From an optimization exercise on the open Yosys and OpenROAD flow, aimed at small area and a short achievable clock period; shortcuts taken in it are not production practice.
At most, simulation tests tie the RTL to the original design; equivalence was not proved.
For run 1, only the layout was checked, not whether the RTL still works.
Power is estimated from default activity; no workload was simulated.

[flow/design.v]
module rv32i_top (
    input  wire        clk,
    input  wire        en,
    input  wire [31:0] inst,
    input  wire [31:0] pc,
    output wire        wen,
    output wire [31:0] waddr,
    output wire [31:0] wdata,
    output wire [31:0] next_pc);
  rv32i core (
    .clk(clk),
    .w_0(en),
    .w_1(inst),
    .w_2(pc),
    .w_1616(wen),
    .w_1617(waddr),
    .w_1618(wdata),
    .w_1619(next_pc));
endmodule

module g_aoi222 (input wire a1, a2, b1, b2, c1, c2, output wire y);
  assign y = ~((a1 & a2) | (b1 & b2) | (c1 & c2));
endmodule
module g_nand2 (input wire a, b, output wire y);
  assign y = ~(a & b);
endmodule
module g_nand3 (input wire a, b, c, output wire y);
  assign y = ~(a & b & c);
endmodule
module g_nand4 (input wire a, b, c, d, output wire y);
  assign y = ~(a & b & c & d);
endmodule
module g_mux2i (input wire a0, a1, s, output wire y);
  assign y = ~(s ? a1 : a0);
endmodule
module g_nor2 (input wire a, b, output wire y);
  assign y = ~(a | b);
endmodule
module g_nor2b (input wire a, bn, output wire y);
  assign y = ~(a | ~bn);
endmodule
module g_xnor2 (input wire a, b, output wire y);
  assign y = ~(a ^ b);
endmodule
module g_a21oi (input wire a1, a2, b1, output wire y);
  assign y = ~((a1 & a2) | b1);
endmodule
module g_o21ai (input wire a1, a2, b1, output wire y);
  assign y = ~((a1 | a2) & b1);
endmodule
module g_and2 (input wire a, b, output wire y);
  assign y = a & b;
endmodule
module g_xor2 (input wire a, b, output wire y);
  assign y = a ^ b;
endmodule
module g_inv (input wire a, output wire y);
  assign y = ~a;
endmodule
module g_nor3 (input wire a, b, c, output wire y);
  assign y = ~(a | b | c);
endmodule
module rd_bit (input wire [31:1] sel, input wire [31:1] d, output wire yn);
  wire [10:0] n;
  genvar g;
  generate
    for (g = 0; g < 10; g = g + 1) begin : grp
      g_aoi222 u (.a1(sel[3*g+1]), .a2(d[3*g+1]), .b1(sel[3*g+2]), .b2(d[3*g+2]),
                  .c1(sel[3*g+3]), .c2(d[3*g+3]), .y(n[g]));
    end
  endgenerate
  g_nand2 u31 (.a(sel[31]), .b(d[31]), .y(n[10]));
  wire m0, m1, m2;
  g_nand4 ua (.a(n[0]), .b(n[1]), .c(n[2]), .d(n[3]), .y(m0));
  g_nand4 ub (.a(n[4]), .b(n[5]), .c(n[6]), .d(n[7]), .y(m1));
  g_nand3 uc (.a(n[8]), .b(n[9]), .c(n[10]), .y(m2));
  g_nor3  ud (.a(m0), .b(m1), .c(m2), .y(yn));
endmodule
module add_sk32 #(parameter INV_Y = 0)
                (input wire [31:0] a, b, input wire ci,
                 output wire [31:0] y, output wire co,
                 output wire [31:0] p, output wire [31:0] g);
  genvar k;
  generate
    for (k = 0; k < 32; k = k + 1) begin : pg
      g_and2 ug (.a(a[k]), .b(b[k]), .y(g[k]));
      g_xor2 up (.a(a[k]), .b(b[k]), .y(p[k]));
    end
  endgenerate
  wire [31:0] g0 = {g[31:1], g[0] | (p[0] & ci)};
  wire [31:0] p0 = p;
  wire [31:0] g1, p1;
  assign g1 = g0 | (p0 & {g0[30], 1'b0, g0[28], 1'b0, g0[26], 1'b0, g0[24], 1'b0, g0[22], 1'b0, g0[20], 1'b0, g0[18], 1'b0, g0[16], 1'b0, g0[14], 1'b0, g0[12], 1'b0, g0[10], 1'b0, g0[8], 1'b0, g0[6], 1'b0, g0[4], 1'b0, g0[2], 1'b0, g0[0], 1'b0});
  assign p1 = p0 & {p0[30], 1'b1, p0[28], 1'b1, p0[26], 1'b1, p0[24], 1'b1, p0[22], 1'b1, p0[20], 1'b1, p0[18], 1'b1, p0[16], 1'b1, p0[14], 1'b1, p0[12], 1'b1, p0[10], 1'b1, p0[8], 1'b1, p0[6], 1'b1, p0[4], 1'b1, p0[2], 1'b1, p0[0], 1'b1};
  wire [31:0] g2, p2;
  assign g2 = g1 | (p1 & {g1[29], g1[29], 1'b0, 1'b0, g1[25], g1[25], 1'b0, 1'b0, g1[21], g1[21], 1'b0, 1'b0, g1[17], g1[17], 1'b0, 1'b0, g1[13], g1[13], 1'b0, 1'b0, g1[9], g1[9], 1'b0, 1'b0, g1[5], g1[5], 1'b0, 1'b0, g1[1], g1[1], 1'b0, 1'b0});
  assign p2 = p1 & {p1[29], p1[29], 1'b1, 1'b1, p1[25], p1[25], 1'b1, 1'b1, p1[21], p1[21], 1'b1, 1'b1, p1[17], p1[17], 1'b1, 1'b1, p1[13], p1[13], 1'b1, 1'b1, p1[9], p1[9], 1'b1, 1'b1, p1[5], p1[5], 1'b1, 1'b1, p1[1], p1[1], 1'b1, 1'b1};
  wire [31:0] g3, p3;
  assign g3 = g2 | (p2 & {g2[27], g2[27], g2[27], g2[27], 1'b0, 1'b0, 1'b0, 1'b0, g2[19], g2[19], g2[19], g2[19], 1'b0, 1'b0, 1'b0, 1'b0, g2[11], g2[11], g2[11], g2[11], 1'b0, 1'b0, 1'b0, 1'b0, g2[3], g2[3], g2[3], g2[3], 1'b0, 1'b0, 1'b0, 1'b0});
  assign p3 = p2 & {p2[27], p2[27], p2[27], p2[27], 1'b1, 1'b1, 1'b1, 1'b1, p2[19], p2[19], p2[19], p2[19], 1'b1, 1'b1, 1'b1, 1'b1, p2[11], p2[11], p2[11], p2[11], 1'b1, 1'b1, 1'b1, 1'b1, p2[3], p2[3], p2[3], p2[3], 1'b1, 1'b1, 1'b1, 1'b1};
  wire [31:0] g4, p4;
  assign g4 = g3 | (p3 & {g3[23], g3[23], g3[23], g3[23], g3[23], g3[23], g3[23], g3[23], 1'b0, 1'b0, 1'b0, 1'b0, 1'b0, 1'b0, 1'b0, 1'b0, g3[7], g3[7], g3[7], g3[7], g3[7], g3[7], g3[7], g3[7], 1'b0, 1'b0, 1'b0, 1'b0, 1'b0, 1'b0, 1'b0, 1'b0});
  assign p4 = p3 & {p3[23], p3[23], p3[23], p3[23], p3[23], p3[23], p3[23], p3[23], 1'b1, 1'b1, 1'b1, 1'b1, 1'b1, 1'b1, 1'b1, 1'b1, p3[7], p3[7], p3[7], p3[7], p3[7], p3[7], p3[7], p3[7], 1'b1, 1'b1, 1'b1, 1'b1, 1'b1, 1'b1, 1'b1, 1'b1};
  wire [31:0] g5, p5;
  assign g5 = g4 | (p4 & {g4[15], g4[15], g4[15], g4[15], g4[15], g4[15], g4[15], g4[15], g4[15], g4[15], g4[15], g4[15], g4[15], g4[15], g4[15], g4[15], 1'b0, 1'b0, 1'b0, 1'b0, 1'b0, 1'b0, 1'b0, 1'b0, 1'b0, 1'b0, 1'b0, 1'b0, 1'b0, 1'b0, 1'b0, 1'b0});
  assign p5 = p4 & {p4[15], p4[15], p4[15], p4[15], p4[15], p4[15], p4[15], p4[15], p4[15], p4[15], p4[15], p4[15], p4[15], p4[15], p4[15], p4[15], 1'b1, 1'b1, 1'b1, 1'b1, 1'b1, 1'b1, 1'b1, 1'b1, 1'b1, 1'b1, 1'b1, 1'b1, 1'b1, 1'b1, 1'b1, 1'b1};
  wire [31:0] c = {g5[30:0], ci};
  generate
    for (k = 0; k < 32; k = k + 1) begin : sm
      if (INV_Y) begin : n
        g_xnor2 us (.a(p[k]), .b(c[k]), .y(y[k]));
      end else begin : t
        g_xor2 us (.a(p[k]), .b(c[k]), .y(y[k]));
      end
    end
  endgenerate
  assign co = g5[31];
endmodule
module inc4 (input wire [31:0] a, output wire [31:0] y);
  assign y = a + 32'd4;
endmodule
module cmp32 (input wire [31:0] a, b, output wire ltu, output wire lts, output wire eq);
  wire [30:0] l0, e0;
  genvar i;
  generate
    for (i = 0; i < 31; i = i + 1) begin : b0
      g_nor2b ul (.a(a[i]), .bn(b[i]), .y(l0[i]));
      g_xnor2 ue (.a(a[i]), .b(b[i]), .y(e0[i]));
    end
  endgenerate
  wire l1_0, e1_0;
  g_a21oi ua1_0 (.a1(e0[1]), .a2(l0[0]), .b1(l0[1]), .y(l1_0));
  g_nand2 ue1_0 (.a(e0[1]), .b(e0[0]), .y(e1_0));
  wire l1_1, e1_1;
  g_a21oi ua1_1 (.a1(e0[3]), .a2(l0[2]), .b1(l0[3]), .y(l1_1));
  g_nand2 ue1_1 (.a(e0[3]), .b(e0[2]), .y(e1_1));
  wire l1_2, e1_2;
  g_a21oi ua1_2 (.a1(e0[5]), .a2(l0[4]), .b1(l0[5]), .y(l1_2));
  g_nand2 ue1_2 (.a(e0[5]), .b(e0[4]), .y(e1_2));
  wire l1_3, e1_3;
  g_a21oi ua1_3 (.a1(e0[7]), .a2(l0[6]), .b1(l0[7]), .y(l1_3));
  g_nand2 ue1_3 (.a(e0[7]), .b(e0[6]), .y(e1_3));
  wire l1_4, e1_4;
  g_a21oi ua1_4 (.a1(e0[9]), .a2(l0[8]), .b1(l0[9]), .y(l1_4));
  g_nand2 ue1_4 (.a(e0[9]), .b(e0[8]), .y(e1_4));
  wire l1_5, e1_5;
  g_a21oi ua1_5 (.a1(e0[11]), .a2(l0[10]), .b1(l0[11]), .y(l1_5));
  g_nand2 ue1_5 (.a(e0[11]), .b(e0[10]), .y(e1_5));
  wire l1_6, e1_6;
  g_a21oi ua1_6 (.a1(e0[13]), .a2(l0[12]), .b1(l0[13]), .y(l1_6));
  g_nand2 ue1_6 (.a(e0[13]), .b(e0[12]), .y(e1_6));
  wire l1_7, e1_7;
  g_a21oi ua1_7 (.a1(e0[15]), .a2(l0[14]), .b1(l0[15]), .y(l1_7));
  g_nand2 ue1_7 (.a(e0[15]), .b(e0[14]), .y(e1_7));
  wire l1_8, e1_8;
  g_a21oi ua1_8 (.a1(e0[17]), .a2(l0[16]), .b1(l0[17]), .y(l1_8));
  g_nand2 ue1_8 (.a(e0[17]), .b(e0[16]), .y(e1_8));
  wire l1_9, e1_9;
  g_a21oi ua1_9 (.a1(e0[19]), .a2(l0[18]), .b1(l0[19]), .y(l1_9));
  g_nand2 ue1_9 (.a(e0[19]), .b(e0[18]), .y(e1_9));
  wire l1_10, e1_10;
  g_a21oi ua1_10 (.a1(e0[21]), .a2(l0[20]), .b1(l0[21]), .y(l1_10));
  g_nand2 ue1_10 (.a(e0[21]), .b(e0[20]), .y(e1_10));
  wire l1_11, e1_11;
  g_a21oi ua1_11 (.a1(e0[23]), .a2(l0[22]), .b1(l0[23]), .y(l1_11));
  g_nand2 ue1_11 (.a(e0[23]), .b(e0[22]), .y(e1_11));
  wire l1_12, e1_12;
  g_a21oi ua1_12 (.a1(e0[25]), .a2(l0[24]), .b1(l0[25]), .y(l1_12));
  g_nand2 ue1_12 (.a(e0[25]), .b(e0[24]), .y(e1_12));
  wire l1_13, e1_13;
  g_a21oi ua1_13 (.a1(e0[27]), .a2(l0[26]), .b1(l0[27]), .y(l1_13));
  g_nand2 ue1_13 (.a(e0[27]), .b(e0[26]), .y(e1_13));
  wire l1_14, e1_14;
  g_a21oi ua1_14 (.a1(e0[29]), .a2(l0[28]), .b1(l0[29]), .y(l1_14));
  g_nand2 ue1_14 (.a(e0[29]), .b(e0[28]), .y(e1_14));
  wire l1_15, e1_15;
  g_inv ui1l (.a(l0[30]), .y(l1_15));
  g_inv ui1e (.a(e0[30]), .y(e1_15));
  wire l2_0, e2_0;
  g_o21ai ua2_0 (.a1(e1_1), .a2(l1_0), .b1(l1_1), .y(l2_0));
  g_nor2 ue2_0 (.a(e1_1), .b(e1_0), .y(e2_0));
  wire l2_1, e2_1;
  g_o21ai ua2_1 (.a1(e1_3), .a2(l1_2), .b1(l1_3), .y(l2_1));
  g_nor2 ue2_1 (.a(e1_3), .b(e1_2), .y(e2_1));
  wire l2_2, e2_2;
  g_o21ai ua2_2 (.a1(e1_5), .a2(l1_4), .b1(l1_5), .y(l2_2));
  g_nor2 ue2_2 (.a(e1_5), .b(e1_4), .y(e2_2));
  wire l2_3, e2_3;
  g_o21ai ua2_3 (.a1(e1_7), .a2(l1_6), .b1(l1_7), .y(l2_3));
  g_nor2 ue2_3 (.a(e1_7), .b(e1_6), .y(e2_3));
  wire l2_4, e2_4;
  g_o21ai ua2_4 (.a1(e1_9), .a2(l1_8), .b1(l1_9), .y(l2_4));
  g_nor2 ue2_4 (.a(e1_9), .b(e1_8), .y(e2_4));
  wire l2_5, e2_5;
  g_o21ai ua2_5 (.a1(e1_11), .a2(l1_10), .b1(l1_11), .y(l2_5));
  g_nor2 ue2_5 (.a(e1_11), .b(e1_10), .y(e2_5));
  wire l2_6, e2_6;
  g_o21ai ua2_6 (.a1(e1_13), .a2(l1_12), .b1(l1_13), .y(l2_6));
  g_nor2 ue2_6 (.a(e1_13), .b(e1_12), .y(e2_6));
  wire l2_7, e2_7;
  g_o21ai ua2_7 (.a1(e1_15), .a2(l1_14), .b1(l1_15), .y(l2_7));
  g_nor2 ue2_7 (.a(e1_15), .b(e1_14), .y(e2_7));
  wire l3_0, e3_0;
  g_a21oi ua3_0 (.a1(e2_1), .a2(l2_0), .b1(l2_1), .y(l3_0));
  g_nand2 ue3_0 (.a(e2_1), .b(e2_0), .y(e3_0));
  wire l3_1, e3_1;
  g_a21oi ua3_1 (.a1(e2_3), .a2(l2_2), .b1(l2_3), .y(l3_1));
  g_nand2 ue3_1 (.a(e2_3), .b(e2_2), .y(e3_1));
  wire l3_2, e3_2;
  g_a21oi ua3_2 (.a1(e2_5), .a2(l2_4), .b1(l2_5), .y(l3_2));
  g_nand2 ue3_2 (.a(e2_5), .b(e2_4), .y(e3_2));
  wire l3_3, e3_3;
  g_a21oi ua3_3 (.a1(e2_7), .a2(l2_6), .b1(l2_7), .y(l3_3));
  g_nand2 ue3_3 (.a(e2_7), .b(e2_6), .y(e3_3));
  wire l4_0, e4_0;
  g_o21ai ua4_0 (.a1(e3_1), .a2(l3_0), .b1(l3_1), .y(l4_0));
  g_nor2 ue4_0 (.a(e3_1), .b(e3_0), .y(e4_0));
  wire l4_1, e4_1;
  g_o21ai ua4_1 (.a1(e3_3), .a2(l3_2), .b1(l3_3), .y(l4_1));
  g_nor2 ue4_1 (.a(e3_3), .b(e3_2), .y(e4_1));
  wire l5_0, e5_0;
  g_a21oi ua5_0 (.a1(e4_1), .a2(l4_0), .b1(l4_1), .y(l5_0));
  g_nand2 ue5_0 (.a(e4_1), .b(e4_0), .y(e5_0));
  wire lo_lt = ~l5_0;
  wire lo_eq = ~e5_0;
  wire e31 = ~(a[31] ^ b[31]);
  assign ltu = (~a[31] & b[31]) | (e31 & lo_lt);
  assign lts = (a[31] & ~b[31]) | (e31 & lo_lt);
  assign eq  = e31 & lo_eq;
endmodule
module shifter (input wire [31:0] a, input wire [4:0] sh, input wire left, input wire arith,
                output wire [31:0] shr);
  wire fl = arith & a[31] & ~left;    
  wire fn = ~fl;
  wire [31:0] v0, v1, v2, v3, v4;
  genvar i;
  generate
    for (i = 0; i < 32; i = i + 1) begin : l0
      g_mux2i m (.a0(a[i]), .a1(a[31-i]), .s(left), .y(v0[i]));
    end
  endgenerate
  generate
    for (i = 0; i < 32; i = i + 1) begin : l1
      if (i + 1 < 32) begin : s
        g_mux2i m (.a0(v0[i]), .a1(v0[i+1]), .s(sh[0]), .y(v1[i]));
      end else begin : e
        g_mux2i m (.a0(v0[i]), .a1(fn), .s(sh[0]), .y(v1[i]));
      end
    end
  endgenerate
  generate
    for (i = 0; i < 32; i = i + 1) begin : l2
      if (i + 2 < 32) begin : s
        g_mux2i m (.a0(v1[i]), .a1(v1[i+2]), .s(sh[1]), .y(v2[i]));
      end else begin : e
        g_mux2i m (.a0(v1[i]), .a1(fl), .s(sh[1]), .y(v2[i]));
      end
    end
  endgenerate
  generate
    for (i = 0; i < 32; i = i + 1) begin : l3
      if (i + 4 < 32) begin : s
        g_mux2i m (.a0(v2[i]), .a1(v2[i+4]), .s(sh[2]), .y(v3[i]));
      end else begin : e
        g_mux2i m (.a0(v2[i]), .a1(fn), .s(sh[2]), .y(v3[i]));
      end
    end
  endgenerate
  generate
    for (i = 0; i < 32; i = i + 1) begin : l4
      if (i + 8 < 32) begin : s
        g_mux2i m (.a0(v3[i]), .a1(v3[i+8]), .s(sh[3]), .y(v4[i]));
      end else begin : e
        g_mux2i m (.a0(v3[i]), .a1(fl), .s(sh[3]), .y(v4[i]));
      end
    end
  endgenerate
  generate
    for (i = 0; i < 32; i = i + 1) begin : l5
      if (i + 16 < 32) begin : s
        g_mux2i m (.a0(v4[i]), .a1(v4[i+16]), .s(sh[4]), .y(shr[i]));
      end else begin : e
        g_mux2i m (.a0(v4[i]), .a1(fn), .s(sh[4]), .y(shr[i]));
      end
    end
  endgenerate
endmodule
module rv32i (
    input wire clk,
    input wire [0:0] w_0,
    input wire [31:0] w_1,
    input wire [31:0] w_2,
    output wire [0:0] w_1616,
    output wire [31:0] w_1617,
    output wire [31:0] w_1618,
    output wire [31:0] w_1619);
  wire        en   = w_0[0];
  wire [31:0] inst = w_1;
  wire [31:0] pc   = w_2;
  reg  [32*32-1:0] rf;         
  reg        stg2;
  reg        st_store;
  reg  [4:0] st_rd;
  reg  [2:0] st_f3;
  reg [31:0] st_rs2;
  reg [31:0] st_pc4;
  wire [6:0] op  = inst[6:0];
  wire [4:0] rd  = inst[11:7];
  wire [2:0] f3  = inst[14:12];
  wire [4:0] rs1 = inst[19:15];
  wire [4:0] rs2 = inst[24:20];
  wire f7_20 = (inst[31:25] == 7'b0100000);
  wire op_rr     = (op == 7'b0110011);
  wire op_ri     = (op == 7'b0010011);
  wire op_load   = (op == 7'b0000011);
  wire op_store  = (op == 7'b0100011);
  wire op_branch = (op == 7'b1100011);
  wire op_lui    = (op == 7'b0110111);
  wire op_auipc  = (op == 7'b0010111);
  wire op_jal    = (op == 7'b1101111);
  wire op_jalr   = (op == 7'b1100111);
  wire [31:0] imm_i = {{20{inst[31]}}, inst[31:20]};
  wire [31:0] imm_s = {{20{inst[31]}}, inst[31:25], inst[11:7]};
  wire [31:0] imm_b = {{20{inst[31]}}, inst[7], inst[30:25], inst[11:8], 1'b0};
  wire [31:0] imm_u = {inst[31:12], 12'b0};
  wire [31:0] imm_j = {{12{inst[31]}}, inst[19:12], inst[20], inst[30:21], 1'b0};
  wire [31:0] r1n, r2n;        
  wire [31:1] sel1, sel2;
  genvar gi, gb;
  generate
    for (gi = 1; gi < 32; gi = gi + 1) begin : dec
      assign sel1[gi] = (rs1 == gi);
      assign sel2[gi] = (rs2 == gi);
    end
    for (gb = 0; gb < 32; gb = gb + 1) begin : rdp
      wire [31:1] d;
      for (gi = 1; gi < 32; gi = gi + 1) begin : col
        assign d[gi] = rf[32*gi + gb];
      end
      rd_bit p1 (.sel(sel1), .d(d), .yn(r1n[gb]));
      rd_bit p2 (.sel(sel2), .d(d), .yn(r2n[gb]));
    end
  endgenerate
  wire [31:0] r1 = ~r1n;
  wire [31:0] r2 = ~r2n;
  wire [31:0] addr, pc_imm, pc4;
  wire [31:0] addr_imm = op_store ? imm_s : imm_i;
  wire [31:0] pc_imm_v = op_jal ? imm_j : (op_branch ? imm_b : imm_u);
  wire        unused_co0, unused_co1;
  wire [31:0] unused_p0, unused_g0, unused_p1, unused_g1;
  add_sk32 #(.INV_Y(1)) u_addr (.a(r1n), .b(~addr_imm), .ci(1'b1), .y(addr), .co(unused_co0),
                   .p(unused_p0), .g(unused_g0));                   
  add_sk32 u_pcimm (.a(pc), .b(pc_imm_v), .ci(1'b0), .y(pc_imm), .co(unused_co1),
                    .p(unused_p1), .g(unused_g1));                  
  inc4 u_pc4 (.a(pc), .y(pc4));
  wire br_ltu, br_lt, br_eq;
  cmp32 u_br (.a(r2n), .b(r1n), .ltu(br_ltu), .lts(br_lt), .eq(br_eq));
  reg  br_taken;
  always @* begin
    case (f3)
      3'd0: br_taken = br_eq;
      3'd1: br_taken = ~br_eq;
      3'd4: br_taken = br_lt;
      3'd5: br_taken = ~br_lt;
      3'd6: br_taken = br_ltu;
      3'd7: br_taken = ~br_ltu;
      default: br_taken = 1'b0;
    endcase
  end
  wire [31:0] b      = op_rr ? r2 : imm_i;
  wire        do_sub = (op_rr & f7_20 & (f3 == 3'd0)) | (f3 == 3'd2) | (f3 == 3'd3);
  wire [31:0] bx = b ^ {32{do_sub}};
  wire [31:0] sum, ap, agn;
  wire        con;
  add_sk32 #(.INV_Y(1)) u_alu (.a(r1n), .b(~bx), .ci(~do_sub), .y(sum), .co(con),
                  .p(ap), .g(agn));
  wire        ltu = con;
  wire        lt  = (r1[31] ^ b[31]) ? r1[31] : sum[31];
  wire [31:0] shr;
  shifter u_sh (.a(r1), .sh(b[4:0]), .left(f3 == 3'd1), .arith(f7_20), .shr(shr));
  wire [31:0] shl;
  generate
    for (gb = 0; gb < 32; gb = gb + 1) begin : rv
      assign shl[gb] = shr[31-gb];
    end
  endgenerate
  reg [31:0] ld;
  always @* begin
    case (st_f3)
      3'd0: ld = {{24{inst[7]}}, inst[7:0]};
      3'd1: ld = {{16{inst[15]}}, inst[15:0]};
      3'd4: ld = {24'd0, inst[7:0]};
      3'd5: ld = {16'd0, inst[15:0]};
      default: ld = inst;
    endcase
  end
  wire alu_v  = ~stg2 & (op_rr | op_ri);
  wire s_sum  = alu_v & (f3 == 3'd0);
  wire s_shl  = alu_v & (f3 == 3'd1);
  wire s_slt  = alu_v & (f3 == 3'd2);
  wire s_sltu = alu_v & (f3 == 3'd3);
  wire s_xor  = alu_v & (f3 == 3'd4);
  wire s_shr  = alu_v & (f3 == 3'd5);
  wire s_or   = alu_v & (f3 == 3'd6);
  wire s_and  = alu_v & (f3 == 3'd7);
  wire s_lui  = ~stg2 & op_lui;
  wire s_aui  = ~stg2 & op_auipc;
  wire s_link = ~stg2 & (op_jal | op_jalr);
  wire [31:0] wd = ({32{s_sum}} & sum)
                 | ({32{s_shl}} & shl)
                 | ({32{s_shr}} & shr)
                 | ({32{s_xor}} & ap)
                 | ({32{s_or}} & ~agn)
                 | ({32{s_and}} & ~ap & ~agn)
                 | {31'd0, (s_slt & lt) | (s_sltu & ltu)}
                 | ({32{stg2}} & ld)
                 | ({32{s_lui}} & imm_u)
                 | ({32{s_aui}} & pc_imm)
                 | ({32{s_link}} & pc4);
  wire        wr_op = op_lui | op_auipc | op_jal | op_jalr | op_rr | op_ri;
  wire        we    = en & (stg2 ? ~st_store : wr_op);
  wire [4:0]  wa    = stg2 ? st_rd : rd;
  integer j;
  always @(posedge clk) begin
    for (j = 1; j < 32; j = j + 1)
      if (we && wa == j) rf[32*j +: 32] <= wd;
  end
  wire ls = op_load | op_store;
  always @(posedge clk) begin
    stg2     <= en & ~stg2 & ls;
    st_store <= op_store;
    st_rd    <= rd;
    st_f3    <= f3;
    st_rs2   <= r2;
    st_pc4   <= pc4;
  end
  wire act   = en & ~stg2;
  wire jump  = op_jal | (op_branch & br_taken);
  wire s_adr = act & (ls | op_jalr);
  wire s_pci = act & jump;
  wire s_pc4 = act & ~(ls | op_jalr | jump);
  wire s_spc = en & stg2;
  wire [31:0] npc = ({32{s_adr}} & {addr[31:1], addr[0] & ~op_jalr})
                  | ({32{s_pci}} & pc_imm)
                  | ({32{s_pc4}} & pc4)
                  | ({32{s_spc}} & st_pc4);
  reg [31:0] wdata;
  always @* begin
    case (st_f3)
      3'd0:    wdata = {inst[31:8], st_rs2[7:0]};
      3'd1:    wdata = {inst[31:16], st_rs2[15:0]};
      default: wdata = st_rs2;
    endcase
  end
  assign w_1616 = en & stg2 & st_store;
  assign w_1617 = pc;
  assign w_1618 = wdata;
  assign w_1619 = npc;
endmodule
[flow/constraint.sdc]
create_clock -name core_clock -period 20.0 [get_ports {clk}]
set_input_delay 4.0000 -clock core_clock [delete_from_list [all_inputs] [get_ports {clk}]]
set_output_delay 4.0000 -clock core_clock [all_outputs]
set_load 0.01 [all_outputs]
[flow/standard.sh]
#!/bin/bash
# synth_recipe.tcl (not shown) runs the flow's synth.tcl, then flattens the netlist and writes it again
# the make line also repeats each setting of config.mk as NAME=value (left out here)
make -C /OpenROAD-flow-scripts/flow DESIGN_CONFIG=/design/flow/config.mk WORK_HOME=/design/flow/orfs CLKGATE_MAP_FILE= SYNTH_SCRIPT=/design/flow/synth_recipe.tcl "${@:-finish}"
[flow/flow/run.sh]
#!/bin/bash
# Layout: the standard ORFS flow (standard.sh) with these changes to how the
# layout is optimised (the design, clock and constraints are unchanged):
#  - the port buffers are sky130_fd_sc_hd__buf_2 instead of the delay buffer
#    ORFS picks by default;
#  - ORFS's repair_timing steps aim at a larger setup slack;
#  - gate sizing may change a cell's footprint.
# ORFS writes each step's log under orfs/logs; make's own output goes to
# standard_finish.log.
set -euo pipefail
export BUFFER_PORTS_ARGS="-buffer_cell sky130_fd_sc_hd__buf_2"
export SETUP_SLACK_MARGIN=10
bash standard.sh MATCH_CELL_FOOTPRINT=0 finish > standard_finish.log 2>&1
[flow/config.mk]
export PLATFORM = sky130hd
export DESIGN_NAME = rv32i_top
export DESIGN_NICKNAME = rv32i_top
export VERILOG_FILES = /design/flow/design.v
export SDC_FILE = /design/flow/constraint.sdc
export NUM_CORES = 4
export LEC_CHECK = 0
export CAP_MARGIN = 20
export CORE_MARGIN = 2
export CORE_UTILIZATION = 50
export CTS_CLUSTER_DIAMETER = 80
export CTS_CLUSTER_SIZE = 22
export SLEW_MARGIN = 20
export SYNTH_HIERARCHICAL = 1
export SYNTH_MINIMUM_KEEP_SIZE = 0
==> impl_results.md, run 1 <==
* Outcome: finished with violations
* Layout Check Fail Reasons: slew limit
* Count of port buffers added during placement at 162
* Met2 global-route usage at 58.1%
* Max Root-Sink Buffers at 3
* Worst Clk Skew at 0.0348 ns
* Synthesized area per cell at 13.5 um2
* Maximum achievable frequency at 77.7 MHz
* DIE HEIGHT at 330 um
* Critical path arrival at 8.86 ns
* Critical Path Sink Type: output pin
* Critical path peak fanout at 8
* Detail-routed via count per cell at 7.54
* Utilization of the core after routing at 59.5%
* Endpoint of the worst setup timing path: next_pc[11]
* Antenna violations before repair at 6
* FF-to-FF Start: core.rf[416]
* CP top delay family: compound AO/OA/AOI/OAI gates
* M3 GR Usage at 10.4%
* Initial core utilization at 50.5%
* Antenna-violating nets left at 0
* Number of remaining DRC errors at 0
* Setup-violating endpoint count in the final report at 0
* Min-delay worst type: flip-flop to flip-flop
* Most common library cell in the layout ignoring fill and taps: sky130_fd_sc_hd__edfxtp_1
* Filler instances at 8393
* Clock H-tree levels at 2
* Hold buffer count at cts at 0
* Area of the core at 0.105 mm2
* Initial DRC Count at 10.0k
* Hold path depth at 4
* Area added between synthesis and finish at 17.9%
* Path length in cells of the critical path at 24
* Critical path launch point: inst[15]
* Clock sinks at 1066
* Required time worst endpoint at 16.00 ns
* Cell area after synthesis at 0.0532 mm2
* Count of final hold-check violations at 0
* Clock-pin slew reported for the worst setup and hold paths after clock tree synthesis at 0.09 ns
* Kind of critical path: input pin to output pin
* Storage cell area at 0.0313 mm2
* Minimum setup slack among reg-to-reg paths at 13.80 ns
* Most used cells in the layout excluding fill and tap cells: 992 x sky130_fd_sc_hd__edfxtp_1, 650 x sky130_fd_sc_hd__a222oi_1, 241 x sky130_fd_sc_hd__buf_4, 216 x sky130_fd_sc_hd__mux2i_1, 194 x sky130_fd_sc_hd__nand2_1
* Worst stage delay on the critical path at 0.80 ns
* Clock root buffer master: sky130_fd_sc_hd__clkbuf_16
* Global routing met1 resource utilization at 55.5%
* Ratio of total power to cell area at 76.9 mW/mm2
* Number of placed instances with taps included at 5478
* Capture point of the worst reg-to-reg path: core.rf[52]
* First-pass GRT wire length at 309000 um
* Number of warning messages in the yosys log at 7
* Post-Route Setup TNS at 0 ns
* Maximum ir drop on the vdd rail at 73.8 uV
* Source-to-sink clock delay at the later pin of the worst-skew pair at 0.73 ns
* Path depth of the worst reg2reg path at 18
* Number of top-level pins at 163
* Row count at 119
* Final period utilization at 64.3%
* Slew at the pin closest to its max-slew limit at 1.77 ns
* Vias after detailed routing at 43.7k
* Overall die area at 0.109 mm2
* Area used by multi-input combinational logic at 0.0227 mm2
* Static Leak at 0.0221 uW
* Kind of start point of the critical path: input pin
* RSZ-0062 raised after global routing: yes
* Share of post-route cells with drive strength above 1 at 22.8%
* Post-DP HPWL at 143000 um
* GPL Wtd Cong at 0.988
* Average wire per cell in the routed design at 39.2 um
* Num CTS Buffers at 60
* Synthesized instance count at 3932
* Critical Path, Cell by Cell: buf_12 > clkbuf_16 > nand2b_4 > nor4_4 > clkbuf_16 > a222oi_1 > nand4_1 > nor3_4 > buf_6 > xnor2_4 > a21oi_2 > o21ai_1 > a21oi_2 > o21ai_4 > a21oi_2 > nand2b_4 > nand2b_1 > xnor2_1 > o22ai_1 > o21ai_2 > and3_4 > clkbuf_16 > a221o_1 > buf_2
* Number of global-route vias before repair at 39.9k
* Maximum number of pins on one net before global-route repair at 46
* Max-slew violation count at 3
* Width of the die at 330 um
* Nets at 4432
* Total global routing overflow at 0
* Post-detailed-routing wire length at 227000 um
* Busiest grt layer: met2
* Max capacitance violation total at 1
* Worst-path cell with the longest stage delay: sky130_fd_sc_hd__a222oi_1
* Count of placed standard cells in the final layout, fillers left out at 5798
* TritonCTS clock tree: yes
* Worst slew margin at -17.8%
* Number of detailed-routing iterations run before antenna repair at 20
* Global Route Usage Sum at 40.2%
* Post-layout min period at 12.86 ns
* Number of buffer and inverter instances along the worst setup path at 6
## worst min-delay path, cell delays in order, from the launching register on
cell,delay [ns]
sky130_fd_sc_hd__edfxtp_1,0.36
sky130_fd_sc_hd__nand2_1,0.05
sky130_fd_sc_hd__nand3_1,0.12
sky130_fd_sc_hd__nor3_4,0.08
sky130_fd_sc_hd__inv_1,0.05
## stage by stage
stage | setup slack (ns) | area [um2] | hold slack, ns | power [uW]
floorplan | 8.25 | 54000 | 0.571 | 3060
global route | 7.13 | 62700 | 0.735 | 4940
global placement | 5.99 | 57000 | 0.626 | 3350
detailed placement | 5.98 | 57100 | 0.639 | 3350
CTS | 7.41 | 61900 | 0.677 | 4770
finish | 7.14 | 62700 | 0.686 | 4820
## where the power goes
part,switching [uW],internal (uW),leakage [uW],total (uW)
Clock,766,587,0.000882,1350
Sequential,5.32,2430,0.0100,2430
Combinational,649,387,0.0113,1040
Total,1420,3400,0.0221,4820
## worst min-delay path by stage
stage / slack [ns] / end / startpoint
finish: 0.69 / core.st_rs2[16] / core.rf[1008]
global route: 0.74 / core.st_rs2[11] / core.rf[1003]
CTS: 0.68 / core.st_rs2[18] / core.rf[1010]
detailed placement: 0.64 / core.st_rs2[17] / core.rf[1009]
global placement: 0.63 / core.st_rs2[17] / core.rf[1009]
floorplan: 0.57 / core.st_rs2[31] / core.rf[1023]
## layer usage
layer,routed length (um),up-vias
met1,83500,21578
li1,-,17805
met2,95200,3773
met5,13,-
met3,33600,564
met4,15000,2
## registers in the layout (all words and copies together) (netlist names)
register	cells
core.st_rs2	32
core.rf	992
core.st_store	1
core.st_pc4	32
core.st_f3	3
core.st_rd	5
core.stg2	1
## area by class of cell
cell class	instances	area share, %
flip-flops and latches	1066	49.9
multi-input cells	2606	36.1
repair buffers	523	7.63
well taps	1391	2.78
clock buffers	91	2.61
inverters	106	0.640
clock inverters	14	0.329
diodes	1	0.00399
## repair_timing
action	CTS	global route
pin swaps	133	51
endpoints found under the setup margin	683	501
buffers inserted	156	40
gates resized for setup	279	67
cloned	13	5
==> inputs of run 2 (changes only) <==
--- a/flow/design.v
+++ b/flow/design.v
@@ -48,6 +48,9 @@
 module g_o21ai (input wire a1, a2, b1, output wire y);
   assign y = ~((a1 | a2) & b1);
 endmodule
+module g_a22oi (input wire a1, a2, b1, b2, output wire y);
+  assign y = ~((a1 & a2) | (b1 & b2));
+endmodule
 module g_and2 (input wire a, b, output wire y);
   assign y = a & b;
 endmodule
@@ -119,7 +122,7 @@
 module inc4 (input wire [31:0] a, output wire [31:0] y);
   assign y = a + 32'd4;
 endmodule
-module cmp32 (input wire [31:0] a, b, output wire ltu, output wire lts, output wire eq);
+module cmp32 (input wire [31:0] a, b, output wire lo_ltn, output wire lo_eqn);
   wire [30:0] l0, e0;
   genvar i;
   generate
@@ -221,12 +224,30 @@
   wire l5_0, e5_0;
   g_a21oi ua5_0 (.a1(e4_1), .a2(l4_0), .b1(l4_1), .y(l5_0));
   g_nand2 ue5_0 (.a(e4_1), .b(e4_0), .y(e5_0));
-  wire lo_lt = ~l5_0;
-  wire lo_eq = ~e5_0;
-  wire e31 = ~(a[31] ^ b[31]);
-  assign ltu = (~a[31] & b[31]) | (e31 & lo_lt);
-  assign lts = (a[31] & ~b[31]) | (e31 & lo_lt);
-  assign eq  = e31 & lo_eq;
+  assign lo_ltn = l5_0;
+  assign lo_eqn = e5_0;
+endmodule
+module br_jump (input wire lo_ltn, lo_eqn, a31, b31, input wire [2:0] f3,
+                input wire br, jal, output wire jump);
+  wire e31 = ~(a31 ^ b31);
+  wire sa  = a31 & ~b31;
+  wire ua  = ~a31 & b31;
+  wire br0 = br & (f3 == 3'd0);
+  wire br1 = br & (f3 == 3'd1);
+  wire br4 = br & (f3 == 3'd4);
+  wire br5 = br & (f3 == 3'd5);
+  wire br6 = br & (f3 == 3'd6);
+  wire br7 = br & (f3 == 3'd7);
+  wire pn  = ~(jal | (br1 & ~e31) | (br4 & sa) | (br5 & ~sa & ~e31)
+                   | (br6 & ua) | (br7 & ~ua & ~e31));
+  wire q   = (br4 | br6) & e31;            
+  wire r   = (br5 & ~sa) | (br7 & ~ua);    
+  wire s   = br0 & e31;                    
+  wire t   = br1;                          
+  wire ml, me;
+  g_mux2i u_l (.a0(q), .a1(r), .s(lo_ltn), .y(ml));
+  g_mux2i u_e (.a0(s), .a1(t), .s(lo_eqn), .y(me));
+  g_nand3 u_j (.a(pn), .b(ml), .c(me), .y(jump));
 endmodule
 module shifter (input wire [31:0] a, input wire [4:0] sh, input wire left, input wire arith,
                 output wire [31:0] shr);
@@ -353,20 +374,16 @@
   add_sk32 u_pcimm (.a(pc), .b(pc_imm_v), .ci(1'b0), .y(pc_imm), .co(unused_co1),
                     .p(unused_p1), .g(unused_g1));                  
   inc4 u_pc4 (.a(pc), .y(pc4));
-  wire br_ltu, br_lt, br_eq;
-  cmp32 u_br (.a(r2n), .b(r1n), .ltu(br_ltu), .lts(br_lt), .eq(br_eq));
-  reg  br_taken;
-  always @* begin
-    case (f3)
-      3'd0: br_taken = br_eq;
-      3'd1: br_taken = ~br_eq;
-      3'd4: br_taken = br_lt;
-      3'd5: br_taken = ~br_lt;
-      3'd6: br_taken = br_ltu;
-      3'd7: br_taken = ~br_ltu;
-      default: br_taken = 1'b0;
-    endcase
-  end
+  wire br_ltn, br_eqn;
+  cmp32 u_br (.a(r2n), .b(r1n), .lo_ltn(br_ltn), .lo_eqn(br_eqn));
+  wire [3:0] jump;
+  genvar gj;
+  generate
+    for (gj = 0; gj < 4; gj = gj + 1) begin : jp
+      br_jump u_j (.lo_ltn(br_ltn), .lo_eqn(br_eqn), .a31(r2n[31]), .b31(r1n[31]),
+                   .f3(f3), .br(op_branch), .jal(op_jal), .jump(jump[gj]));
+    end
+  endgenerate
   wire [31:0] b      = op_rr ? r2 : imm_i;
   wire        do_sub = (op_rr & f7_20 & (f3 == 3'd0)) | (f3 == 3'd2) | (f3 == 3'd3);
   wire [31:0] bx = b ^ {32{do_sub}};
@@ -435,15 +452,20 @@
     st_pc4   <= pc4;
   end
   wire act   = en & ~stg2;
-  wire jump  = op_jal | (op_branch & br_taken);
   wire s_adr = act & (ls | op_jalr);
-  wire s_pci = act & jump;
-  wire s_pc4 = act & ~(ls | op_jalr | jump);
+  wire s_b   = act & ~(ls | op_jalr);
   wire s_spc = en & stg2;
-  wire [31:0] npc = ({32{s_adr}} & {addr[31:1], addr[0] & ~op_jalr})
-                  | ({32{s_pci}} & pc_imm)
-                  | ({32{s_pc4}} & pc4)
-                  | ({32{s_spc}} & st_pc4);
+  wire [31:0] addr_m = {addr[31:1], addr[0] & ~op_jalr};
+  wire [31:0] y1 = {32{s_b}} & pc_imm;
+  wire [31:0] y0 = {32{s_b}} & pc4;
+  wire [31:0] npc, xn, mn;
+  generate
+    for (gb = 0; gb < 32; gb = gb + 1) begin : np
+      g_a22oi u_x (.a1(s_adr), .a2(addr_m[gb]), .b1(s_spc), .b2(st_pc4[gb]), .y(xn[gb]));
+      g_mux2i u_m (.a0(y0[gb]), .a1(y1[gb]), .s(jump[gb/8]), .y(mn[gb]));
+      g_nand2 u_o (.a(xn[gb]), .b(mn[gb]), .y(npc[gb]));
+    end
+  endgenerate
   reg [31:0] wdata;
   always @* begin
     case (st_f3)
==> impl_results.md, run 2 <==
* Antenna-violating nets left at 0
* Clock-pin slew reported for the worst setup and hold paths after clock tree synthesis at 0.09 ns
* Max-slew violation count at 0
* Top Registers: core.rf x992, core.st_pc4 x32, core.st_rs2 x32
* Initial DRC Count at 10.0k
* First-pass GRT wire length at 318000 um
* Sequential Power Share at 50.3%
* Critical path peak fanout at 8
* Clock H-tree levels at 2
* Count of port buffers added during placement at 162
* Critical Path Sink Type: output pin
* Initial core utilization at 50.3%
* Clock root buffer master: sky130_fd_sc_hd__clkbuf_16
* Clock sinks at 1066
* Number of detailed-routing iterations run before antenna repair at 14
* Final period utilization at 63.4%
* Final instance area at 0.0639 mm2
* Static Leak at 0.0223 uW
* Outcome: no timing/DRC/antenna violations
* Num CTS Buffers at 59
* Synthesized area per cell at 13.3 um2
* Share of total power consumed by net switching at 29.9%
* Hold path depth at 4
* Critical Path, Cell by Cell: buf_6 > buf_12 > clkinvlp_4 > nand3_4 > nor3_4 > buf_12 > a222oi_1 > nand4_1 > nor3_4 > buf_6 > nor2b_4 > a21oi_2 > o21ai_2 > a21oi_2 > o21ai_2 > a21oi_4 > buf_12 > mux2i_4 > nand3_4 > mux2i_1 > nand2_1 > buf_2
* Vias after detailed routing at 44.8k
* Maximum ir drop on the vdd rail at 70.7 uV
* Capture point of the worst reg-to-reg path: core.rf[279]
* Nets at 4597
* Setup-violating endpoint count in the final report at 0
* Share of post-route cells with drive strength above 1 at 23.6%
* Maximum number of pins on one net before global-route repair at 65
* Power share of the clock group at 27.2%
* Required time worst endpoint at 16.00 ns
* Worst stage delay on the critical path at 0.89 ns
* Max capacitance violation total at 0
* Number of global-route vias before repair at 41.3k
* Most used cells in the layout excluding fill and tap cells: 992 x sky130_fd_sc_hd__edfxtp_1, 645 x sky130_fd_sc_hd__a222oi_1, 258 x sky130_fd_sc_hd__buf_4, 251 x sky130_fd_sc_hd__mux2i_1, 200 x sky130_fd_sc_hd__nand2_1
* Post-detailed-routing wire length at 232000 um
* Hold buffer count at cts at 0
* Antenna violations before repair at 4
* FF-to-FF Start: core.rf[36]
* TritonCTS clock tree: yes
* Path depth of the worst reg2reg path at 23
* Source-to-sink clock delay at the later pin of the worst-skew pair at 0.74 ns
* Post-layout total power at 4840 uW
* Minimum setup slack among reg-to-reg paths at 13.93 ns
* Standard cell area after detailed placement at 0.0586 mm2
* Overall die area at 0.112 mm2
* Total global routing overflow at 0
* Number of top-level pins at 163
* Cell area after synthesis at 0.0546 mm2
* Max Root-Sink Buffers at 3
* Post-Route Setup TNS at 0 ns
* Kind of critical path: input pin to output pin
* Width of the die at 334 um
* Part of the power in combinational logic at 22.6%
* Most used cell along the critical path: sky130_fd_sc_hd__buf_12
* Kind of start point of the critical path: input pin
* Most common library cell in the layout ignoring fill and taps: sky130_fd_sc_hd__edfxtp_1
* Worst Clk Skew at 0.0401 ns
* Ratio of total power to cell area at 75.8 mW/mm2
* Global Route Usage Sum at 40.2%
* Post-layout min period at 12.68 ns
* RSZ-0062 raised after global routing: yes
* Synthesized instance count at 4089
* Post-DP HPWL at 143000 um
* Detail-routed via count per cell at 7.52
* DIE HEIGHT at 334 um
* Slew at the pin closest to its max-slew limit at 1.30 ns
* Worst hold start: core.rf[1014]
* Area added between synthesis and finish at 17.0%
* Worst-path cell with the longest stage delay: sky130_fd_sc_hd__nand4_1
* Max FFs per register at 992
* Most flops, register: core.rf
* Worst slew margin at 13.5%
* Number of remaining DRC errors at 0
* Maximum achievable frequency at 78.9 MHz
* WHS Endpoint: core.st_rs2[22]
* Area of the core at 0.109 mm2
* Critical path arrival at 8.68 ns
* Internal power component at 3390 uW
* Count of final hold-check violations at 0
* Number of warning messages in the yosys log at 7
* Average wire per cell in the routed design at 38.8 um
* GPL Wtd Cong at 0.997
* Row count at 121
* Sw power at 1450 uW
* Post-route worst hold slack at 0.675 ns
* Min-delay worst type: flip-flop to flip-flop
## run 2: worst max path at each step
| stage | from | endpoint | slack [ns] |
|---|---|---|---|
| 2_1_floorplan | inst[16] | next_pc[23] | 8.46 |
| 3_3_place_gp | inst[17] | next_pc[14] | 6.32 |
| 3_5_place_dp | inst[17] | next_pc[14] | 6.25 |
| 4_1_cts | inst[21] | next_pc[14] | 7.75 |
| 5_1_grt | inst[21] | next_pc[22] | 7.33 |
| 6_report | inst[21] | next_pc[22] | 7.32 |
## run 2: stage by stage
step | util [%] | instances | setup WS, ns
6_report | 58.8 | 5967 | 7.32
5_1_grt | 58.8 | 5963 | 7.33
4_1_cts | 58.4 | 5938 | 7.75
3_5_place_dp | 54.0 | 5682 | 6.25
3_3_place_gp | 53.9 | 5677 | 6.32
2_1_floorplan | - | 4093 | 8.46
## run 2: timing repair
item	CTS	global route
hold endpoints to repair	0	0
resized for setup	314	43
cloned	24	2
pin swaps	147	33
setup buffers	144	22
endpoints found under the setup margin	757	561
## run 2: cell type report
type                    count  area (um2)
inverters                 119         473
flip-flops and latches   1066       31300
clock inverters            14         215
multi-input cells        2764       24100
diodes                      4        10.0
fillers                  8703       44700
repair buffers            511        4540
repair inverters            1        5.00
well taps                1414        1770
clock buffers              74        1530
## run 2: routing by layer
metal	GRT usage (%)	share of wire (%)	vias to the layer above
li1	-	-	18271
met1	54.2	36	22308
met2	56.8	41	3682
met3	12.3	15	585
met4	24.7	7.5	2
met5	0.174	0.0065	-
## run 2: power by group through the flow
| stage | registers, uW | logic (uW) | clock network, uW |
|---|---|---|---|
| floorplan | 2480 | 617 | 0 |
| global placement | 2480 | 911 | 0 |
| detailed placement | 2480 | 913 | 0 |
| CTS | 2430 | 1030 | 1330 |
| global route | 2430 | 1130 | 1400 |
| finish | 2430 | 1090 | 1310 |
## run 2: worst max-delay path, delay by kind of cell
family                 cells  cell delay [ns]
AOI/OAI and AO/OA          6             1.12
buffers and inverters      7             1.04
muxes                      2             0.45
and+or+nand+nor            7             2.01
==> inputs of run 3 (changes only) <==
--- a/flow/design.v
+++ b/flow/design.v
@@ -60,10 +60,13 @@
 module g_inv (input wire a, output wire y);
   assign y = ~a;
 endmodule
+module g_or3 (input wire a, b, c, output wire y);
+  assign y = a | b | c;
+endmodule
 module g_nor3 (input wire a, b, c, output wire y);
   assign y = ~(a | b | c);
 endmodule
-module rd_bit (input wire [31:1] sel, input wire [31:1] d, output wire yn);
+module rd_bit (input wire [31:1] sel, input wire [31:1] d, output wire yn, output wire y);
   wire [10:0] n;
   genvar g;
   generate
@@ -78,6 +81,7 @@
   g_nand4 ub (.a(n[4]), .b(n[5]), .c(n[6]), .d(n[7]), .y(m1));
   g_nand3 uc (.a(n[8]), .b(n[9]), .c(n[10]), .y(m2));
   g_nor3  ud (.a(m0), .b(m1), .c(m2), .y(yn));
+  g_or3   ue (.a(m0), .b(m1), .c(m2), .y(y));
 endmodule
 module add_sk32 #(parameter INV_Y = 0)
                 (input wire [31:0] a, b, input wire ci,
@@ -346,6 +350,7 @@
   wire [31:0] imm_u = {inst[31:12], 12'b0};
   wire [31:0] imm_j = {{12{inst[31]}}, inst[19:12], inst[20], inst[30:21], 1'b0};
   wire [31:0] r1n, r2n;        
+  wire [31:0] r1, r2;          
   wire [31:1] sel1, sel2;
   genvar gi, gb;
   generate
@@ -358,12 +363,10 @@
       for (gi = 1; gi < 32; gi = gi + 1) begin : col
         assign d[gi] = rf[32*gi + gb];
       end
-      rd_bit p1 (.sel(sel1), .d(d), .yn(r1n[gb]));
-      rd_bit p2 (.sel(sel2), .d(d), .yn(r2n[gb]));
+      rd_bit p1 (.sel(sel1), .d(d), .yn(r1n[gb]), .y(r1[gb]));
+      rd_bit p2 (.sel(sel2), .d(d), .yn(r2n[gb]), .y(r2[gb]));
     end
   endgenerate
-  wire [31:0] r1 = ~r1n;
-  wire [31:0] r2 = ~r2n;
   wire [31:0] addr, pc_imm, pc4;
   wire [31:0] addr_imm = op_store ? imm_s : imm_i;
   wire [31:0] pc_imm_v = op_jal ? imm_j : (op_branch ? imm_b : imm_u);
@@ -389,7 +392,7 @@
   wire [31:0] bx = b ^ {32{do_sub}};
   wire [31:0] sum, ap, agn;
   wire        con;
-  add_sk32 #(.INV_Y(1)) u_alu (.a(r1n), .b(~bx), .ci(~do_sub), .y(sum), .co(con),
+  add_sk32 #(.INV_Y(1)) u_alu (.a(~r1), .b(~bx), .ci(~do_sub), .y(sum), .co(con),
                   .p(ap), .g(agn));
   wire        ltu = con;
   wire        lt  = (r1[31] ^ b[31]) ? r1[31] : sum[31];
--- a/flow/flow/run.sh
+++ b/flow/flow/run.sh
@@ -9,5 +9,5 @@
 # standard_finish.log.
 set -euo pipefail
 export BUFFER_PORTS_ARGS="-buffer_cell sky130_fd_sc_hd__buf_2"
-export SETUP_SLACK_MARGIN=10
+export SETUP_SLACK_MARGIN=7.9
 bash standard.sh MATCH_CELL_FOOTPRINT=0 finish > standard_finish.log 2>&1
--- a/flow/config.mk
+++ b/flow/config.mk
@@ -5,11 +5,11 @@
 export SDC_FILE = /design/flow/constraint.sdc
 export NUM_CORES = 4
 export LEC_CHECK = 0
-export CAP_MARGIN = 20
+export CAP_MARGIN = 30
 export CORE_MARGIN = 2
 export CORE_UTILIZATION = 50
 export CTS_CLUSTER_DIAMETER = 80
 export CTS_CLUSTER_SIZE = 22
-export SLEW_MARGIN = 20
+export SLEW_MARGIN = 30
 export SYNTH_HIERARCHICAL = 1
 export SYNTH_MINIMUM_KEEP_SIZE = 0
==> impl_results.md, run 3 <==
* Critical path peak fanout at 8
* Maximum achievable frequency at 82.9 MHz
* Number of placed instances with taps included at 5714
* Overall die area at 0.113 mm2
* Antenna-violating nets left at 0
* Slew at the pin closest to its max-slew limit at 0.993 ns
* Number of remaining DRC errors at 0
* Nets at 4680
* Synthesized instance count at 4141
* Required time worst endpoint at 16.00 ns
* Area of the core at 0.109 mm2
* Static Leak at 0.0231 uW
* Critical path arrival at 8.06 ns
* Max FFs per register at 992
* Post-route worst hold slack at 0.818 ns
* DIE HEIGHT at 336 um
* Final period utilization at 60.3%
* Post-Route Setup TNS at 0 ns
* Post-detailed-routing wire length at 245000 um
* Max Root-Sink Buffers at 3
* Cell area after synthesis at 0.0550 mm2
* CP top delay family: simple AND/OR/NAND/NOR gates
* Utilization of the core after routing at 59.2%
* Clock H-tree levels at 3
* Number of global-route vias before repair at 42.2k
* Synthesized area per cell at 13.3 um2
* Area added between synthesis and finish at 17.3%
* Clock-pin slew reported for the worst setup and hold paths after clock tree synthesis at 0.07 ns
* Most flops, register: core.rf
* Most used cells in the layout excluding fill and tap cells: 992 x sky130_fd_sc_hd__edfxtp_1, 646 x sky130_fd_sc_hd__a222oi_1, 306 x sky130_fd_sc_hd__buf_4, 268 x sky130_fd_sc_hd__mux2i_1, 204 x sky130_fd_sc_hd__nand2_1
* Global Route Usage Sum at 42.0%
* Maximum ir drop on the vdd rail at 65.7 uV
* Detail-routed via count per cell at 7.62
* Kind of critical path: input pin to output pin
* Ratio of total power to cell area at 78.1 mW/mm2
* Hold buffer count at cts at 0
* Max-slew violation count at 0
* Critical Path Sink Type: output pin
* Worst-path cell with the longest stage delay: sky130_fd_sc_hd__a222oi_1
* Number of warning messages in the yosys log at 7
* Outcome: no timing/DRC/antenna violations
* Worst stage delay on the critical path at 0.41 ns
* Kind of start point of the critical path: input pin
* Average wire per cell in the routed design at 40.5 um
* Initial DRC Count at 10.2k
* Number of detailed-routing iterations run before antenna repair at 14
* Min-delay worst type: flip-flop to flip-flop
* Source-to-sink clock delay at the later pin of the worst-skew pair at 0.71 ns
* Count of placed standard cells in the final layout, fillers left out at 6048
* First-pass GRT wire length at 331000 um
* Top Registers: core.rf x992, core.st_pc4 x32, core.st_rs2 x32
* GPL Wtd Cong at 1.07
* Width of the die at 336 um
* RSZ-0062 raised after global routing: yes
* Count of final hold-check violations at 0
* Setup-violating endpoint count in the final report at 0
* Antenna violations before repair at 18
* Clock root buffer master: sky130_fd_sc_hd__clkbuf_16
* Vias after detailed routing at 46.1k
* Maximum number of pins on one net before global-route repair at 65
* Initial core utilization at 50.5%
* Post-layout min period at 12.06 ns
* Worst Clk Skew at 0.0497 ns
* Post-DP HPWL at 159000 um
* Share of post-route cells with drive strength above 1 at 24.4%
* Critical Path, Cell by Cell: buf_16 > or3b_4 > nor3_4 > buf_12 > buf_4 > a222oi_1 > nand4_1 > buf_6 > nor3_4 > buf_4 > xnor2_1 > a21oi_2 > o21ai_1 > a21oi_2 > o21ai_4 > a21oi_4 > buf_12 > mux2i_2 > nand3_4 > mux2i_1 > nand2_1 > buf_2
* Number of top-level pins at 163
* Clock sinks at 1066
* Max capacitance violation total at 0
* Number of buffer and inverter instances along the worst setup path at 7
* TritonCTS clock tree: yes
* Most common library cell in the layout ignoring fill and taps: sky130_fd_sc_hd__edfxtp_1
* Num CTS Buffers at 67
* Row count at 121
* Worst slew margin at 33.8%
* Count of port buffers added during placement at 162
* Total global routing overflow at 0
## run 3: final timing paths
path | slack [ns] | endpoint | cells after the start | from
max | 7.94 | next_pc[25] | 22 | inst[15]
min | 0.82 | core.st_rs2[18] | 3 | core.rf[1010]
max reg2reg | 13.29 | core.rf[655] | 19 | core.rf[416]
min reg2reg | 0.82 | core.st_rs2[18] | 3 | core.rf[1010]
## run 3: power by group
group,switching [uW],internal (uW)
clock,782,677
sequential,6.46,2430
combinational,727,420
total,1520,3520
## run 3: through the flow
stage | setup slack [ns] | power, uW | cell area, um2
2_1_floorplan | 7.92 | 3100 | 55200
4_1_cts | 7.90 | 4950 | 63200
3_3_place_gp | 6.26 | 3440 | 58500
5_1_grt | 7.81 | 5150 | 64500
3_5_place_dp | 6.23 | 3440 | 58600
6_report | 7.94 | 5040 | 64500
## run 3: worst reg2reg max path: cells and delay by family, from the launching register on
| family | cells | cell delay [ns] |
|---|---|---|
| AOI/OAI and AO/OA | 8 | 2.32 |
| DFF | 1 | 0.40 |
| muxes | 1 | 0.55 |
| xor gates and xnor gates | 3 | 0.64 |
| buffers and inverters | 2 | 0.60 |
| and+or+nand+nor | 5 | 1.88 |
## run 3: cell type report
| type | count | area (um2) |
|---|---|---|
| clock inverters | 16 | 251 |
| fillers | 8774 | 44500 |
| diodes | 4 | 10.0 |
| multi-input cells | 2838 | 24500 |
| flip-flops and latches | 1066 | 31300 |
| well taps | 1414 | 1770 |
| repair buffers | 551 | 4660 |
| clock buffers | 78 | 1780 |
| inverters | 81 | 309 |
## run 3: metal layers
| layer | vias to the layer above | share of wire (%) | GRT usage, % |
|---|---|---|---|
| met5 | - | 0.033 | 0.564 |
| met2 | 3808 | 42 | 61.8 |
| met1 | 22837 | 34 | 52.2 |
| met3 | 798 | 15 | 14.4 |
| li1 | 18612 | - | - |
| met4 | 2 | 8.6 | 28.7 |
## run 3: repair_timing
item                                    4_1_cts  5_1_grt
endpoints found under the setup margin       32       32
setup buffers                               177       50
pin swaps                                   177      128
cloned                                        1        8
gates resized for setup                     235      132
==> inputs of run 4 (changes only) <==
--- a/flow/design.v
+++ b/flow/design.v
@@ -456,17 +456,15 @@
   end
   wire act   = en & ~stg2;
   wire s_adr = act & (ls | op_jalr);
-  wire s_b   = act & ~(ls | op_jalr);
+  wire s_bn  = ~(act & ~(ls | op_jalr));
   wire s_spc = en & stg2;
   wire [31:0] addr_m = {addr[31:1], addr[0] & ~op_jalr};
-  wire [31:0] y1 = {32{s_b}} & pc_imm;
-  wire [31:0] y0 = {32{s_b}} & pc4;
   wire [31:0] npc, xn, mn;
   generate
     for (gb = 0; gb < 32; gb = gb + 1) begin : np
       g_a22oi u_x (.a1(s_adr), .a2(addr_m[gb]), .b1(s_spc), .b2(st_pc4[gb]), .y(xn[gb]));
-      g_mux2i u_m (.a0(y0[gb]), .a1(y1[gb]), .s(jump[gb/8]), .y(mn[gb]));
-      g_nand2 u_o (.a(xn[gb]), .b(mn[gb]), .y(npc[gb]));
+      g_mux2i u_m (.a0(pc4[gb]), .a1(pc_imm[gb]), .s(jump[gb/8]), .y(mn[gb]));
+      g_o21ai u_o (.a1(s_bn), .a2(mn[gb]), .b1(xn[gb]), .y(npc[gb]));
     end
   endgenerate
   reg [31:0] wdata;
--- a/flow/config.mk
+++ b/flow/config.mk
@@ -9,7 +9,7 @@
 export CORE_MARGIN = 2
 export CORE_UTILIZATION = 50
 export CTS_CLUSTER_DIAMETER = 80
-export CTS_CLUSTER_SIZE = 22
+export CTS_CLUSTER_SIZE = 25
 export SLEW_MARGIN = 30
 export SYNTH_HIERARCHICAL = 1
 export SYNTH_MINIMUM_KEEP_SIZE = 0
==> impl_results.md, run 4 <==
* Min-delay worst type: flip-flop to flip-flop
* Worst slew margin at 32.3%
* Critical path arrival at 8.21 ns
* Vias after detailed routing at 45.3k
* Filler instances at 8715
* Post-layout min period at 12.21 ns
* Source-to-sink clock delay at the later pin of the worst-skew pair at 0.73 ns
* Storage cell area at 0.0313 mm2
* Final worst setup slack at 7.79 ns
* GPL Wtd Cong at 1.06
* Kind of critical path: input pin to output pin
* Final period utilization at 61.0%
* Synthesized instance count at 4045
* Most used cells in the layout excluding fill and tap cells: 992 x sky130_fd_sc_hd__edfxtp_1, 644 x sky130_fd_sc_hd__a222oi_1, 296 x sky130_fd_sc_hd__buf_4, 272 x sky130_fd_sc_hd__mux2i_1, 154 x sky130_fd_sc_hd__buf_2
* RSZ-0062 raised after global routing: yes
* Max-slew violation count at 0
* Num CTS Buffers at 57
* Average wire per cell in the routed design at 41.1 um
* Area used by multi-input combinational logic at 0.0243 mm2
* Setup-violating endpoint count in the final report at 0
* Max FFs per register at 992
* Area of the core at 0.109 mm2
* Clock root buffer master: sky130_fd_sc_hd__clkbuf_16
* Standard cell area after detailed placement at 0.0583 mm2
* Setup slack at placement at 6.07 ns
* Required time worst endpoint at 16.00 ns
* Critical Path, Cell by Cell: buf_8 > nand2b_4 > buf_4 > nor3_4 > buf_6 > a222oi_1 > nand4_1 > nor3_4 > xor2_2 > a21o_1 > a31o_4 > a21oi_4 > inv_2 > a21oi_4 > inv_2 > a21o_1 > a31o_1 > xnor2_2 > a22oi_2 > o21ai_1 > buf_2
* First-pass GRT wire length at 332000 um
* Number of remaining DRC errors at 0
* Clock H-tree levels at 2
* Slew at the pin closest to its max-slew limit at 1.02 ns
* Cell area after synthesis at 0.0546 mm2
* Overall die area at 0.112 mm2
* Post-detailed-routing wire length at 245000 um
* Sw power at 1510 uW
* Initial core utilization at 50.3%
* DIE HEIGHT at 334 um
* CP top delay family: compound AO/OA/AOI/OAI gates
* Share of post-route cells with drive strength above 1 at 25.1%
* Antenna-violating nets left at 0
* Top Registers: core.rf x992, core.st_pc4 x32, core.st_rs2 x32
* Hold buffer count at cts at 0
* Hold path depth at 3
* Count of final hold-check violations at 0
* Path depth of the worst reg2reg path at 20
* Number of buffer and inverter instances along the worst setup path at 6
* Number of global-route vias before repair at 41.4k
* Worst stage delay on the critical path at 0.40 ns
* Number of detailed-routing iterations run before antenna repair at 13
* Most flops, register: core.rf
* Nets at 4587
* Total global routing overflow at 0
* Internal power component at 3400 uW
* Path length in cells of the critical path at 21
* Most common library cell in the layout ignoring fill and taps: sky130_fd_sc_hd__edfxtp_1
* Maximum number of pins on one net before global-route repair at 49
* Ratio of total power to cell area at 76.5 mW/mm2
* Final instance area at 0.0642 mm2
* Synthesized area per cell at 13.5 um2
* Maximum achievable frequency at 81.9 MHz
* Critical Path Sink Type: output pin
* Clock sinks at 1066
* Worst Clk Skew at 0.0492 ns
* Critical path peak fanout at 32
* Post-route worst hold slack at 0.866 ns
* Global Route Usage Sum at 42.6%
* Count of port buffers added during placement at 162
* Number of top-level pins at 163
* Sequential Power Share at 49.6%
* Static Leak at 0.0227 uW
* Post-DP HPWL at 159000 um
* Row count at 121
* Part of the power in combinational logic at 23.4%
* Area added between synthesis and finish at 17.6%
* Max Root-Sink Buffers at 3
* Kind of start point of the critical path: input pin
* Antenna violations before repair at 12
* Post-Route Setup TNS at 0 ns
* Share of total power consumed by net switching at 30.7%
* TritonCTS clock tree: yes
* Maximum ir drop on the vdd rail at 76.1 uV
* Clock-pin slew reported for the worst setup and hold paths after clock tree synthesis at 0.10 ns
* Outcome: no timing/DRC/antenna violations
* Power share of the clock group at 27.1%
* Max capacitance violation total at 0
* Initial DRC Count at 9812
* Detail-routed via count per cell at 7.60
* Width of the die at 334 um
* Number of warning messages in the yosys log at 7
* Worst-path cell with the longest stage delay: sky130_fd_sc_hd__a222oi_1
## run 4: per-layer routing
metal | GRT usage, % | routed length, um | vias up
li1 | - | - | 18340
met1 | 53.7 | 83600 | 22455
met2 | 62.3 | 103000 | 3697
met3 | 14.8 | 37700 | 799
met4 | 27.9 | 20700 | 2
met5 | 0 | 12 | -
## run 4: metrics by stage
| step | power, uW | util (%) | instances |
|---|---|---|---|
| after global routing | 5010 | 59.1 | 5953 |
| after CTS | 4830 | 58.4 | 5915 |
| after global placement | 3440 | 53.7 | 5629 |
| after floorplan | 3080 | - | 4049 |
| after detailed placement | 3430 | 53.7 | 5631 |
| final | 4910 | 59.1 | 5957 |
## run 4: worst register-to-register path, stage by stage, from the launching register on
cell and delay (ns):
sky130_fd_sc_hd__edfxtp_1 0.41, sky130_fd_sc_hd__a222oi_1 0.39, sky130_fd_sc_hd__nand4_1 0.33, sky130_fd_sc_hd__or3_1 0.67
sky130_fd_sc_hd__mux2_2 0.35, sky130_fd_sc_hd__buf_4 0.30, sky130_fd_sc_hd__xnor2_1 0.32, sky130_fd_sc_hd__xor2_1 0.23
sky130_fd_sc_hd__a21o_1 0.28, sky130_fd_sc_hd__a31o_2 0.28, sky130_fd_sc_hd__a21oi_2 0.22, sky130_fd_sc_hd__inv_2 0.09
sky130_fd_sc_hd__a21o_1 0.21, sky130_fd_sc_hd__a21o_1 0.21, sky130_fd_sc_hd__a21o_1 0.19, sky130_fd_sc_hd__xnor2_1 0.15
sky130_fd_sc_hd__mux4_2 0.48, sky130_fd_sc_hd__and2_0 0.16, sky130_fd_sc_hd__o21ai_0 0.37, sky130_fd_sc_hd__nand3_1 0.78
sky130_fd_sc_hd__buf_4 0.52
## run 4: cell type report
class | count | area share, %
well taps | 1414 | 2.76
clock inverters | 18 | 0.425
clock buffers | 66 | 2.31
repair inverters | 1 | 0.00780
repair buffers | 555 | 7.40
inverters | 78 | 0.474
flip-flops and latches | 1066 | 48.7
diodes | 6 | 0.0234
multi-input cells | 2753 | 37.9
## run 4: timing repair
action	4_1_cts	5_1_grt
pin swaps	203	78
cloned	7	1
hold endpoints to repair	0	0
setup buffers	193	33
setup endpoints to repair	32	32
resized for setup	293	83
## run 4: worst paths after layout
path	from	to	slack, ns
max reg2reg	core.rf[512]	core.rf[967]	12.77
max	inst[15]	next_pc[11]	7.79
min	core.rf[1000]	core.st_rs2[8]	0.87
min reg2reg	core.rf[1000]	core.st_rs2[8]	0.87
## run 4: power by group through the flow
stage,clock network [uW],registers (uW),logic (uW)
2_1_floorplan,0,2480,601
3_3_place_gp,0,2480,952
3_5_place_dp,0,2480,949
4_1_cts,1330,2430,1060
5_1_grt,1410,2440,1170
6_report,1330,2430,1150

afterwards: timing with drivers on the ports:
Ports are ideal in the flow. The routed layouts listed here were re-timed in OpenROAD.
Step 1, drivers: a clkbuf_16 drives clk and a buf_2 each remaining input, both assumed.
Step 2 also shifts input and output timing later by t, the mid clock arrival at the registers, as if the neighbouring blocks saw the same clock.
Slacks: ideal / step 1 / step 2; pairs: ideal / step 1.
run | t (ns) | setup WS [ns] | hold slack, ns | slew at the worst register clock pin (ns) | pins driven straight from the clock port
run 1 | 0.797 | 7.138 / 7.087 / 7.087 | 0.686 / 0.686 / 0.686 | 0.10 / 0.10 | 1
run 2 | 0.796 | 7.319 / 7.152 / 7.152 | 0.675 / 0.675 / 0.675 | 0.10 / 0.10 | 1
run 3 | 0.754 | 7.938 / 7.803 / 7.803 | 0.818 / 0.818 / 0.818 | 0.10 / 0.10 | 1
run 4 | 0.786 | 7.790 / 7.633 / 7.633 | 0.866 / 0.866 / 0.866 | 0.10 / 0.10 | 1
The setup slack of run 2, which loses most, moves by -0.167 ns with the drivers and by -0.167 ns with both steps.
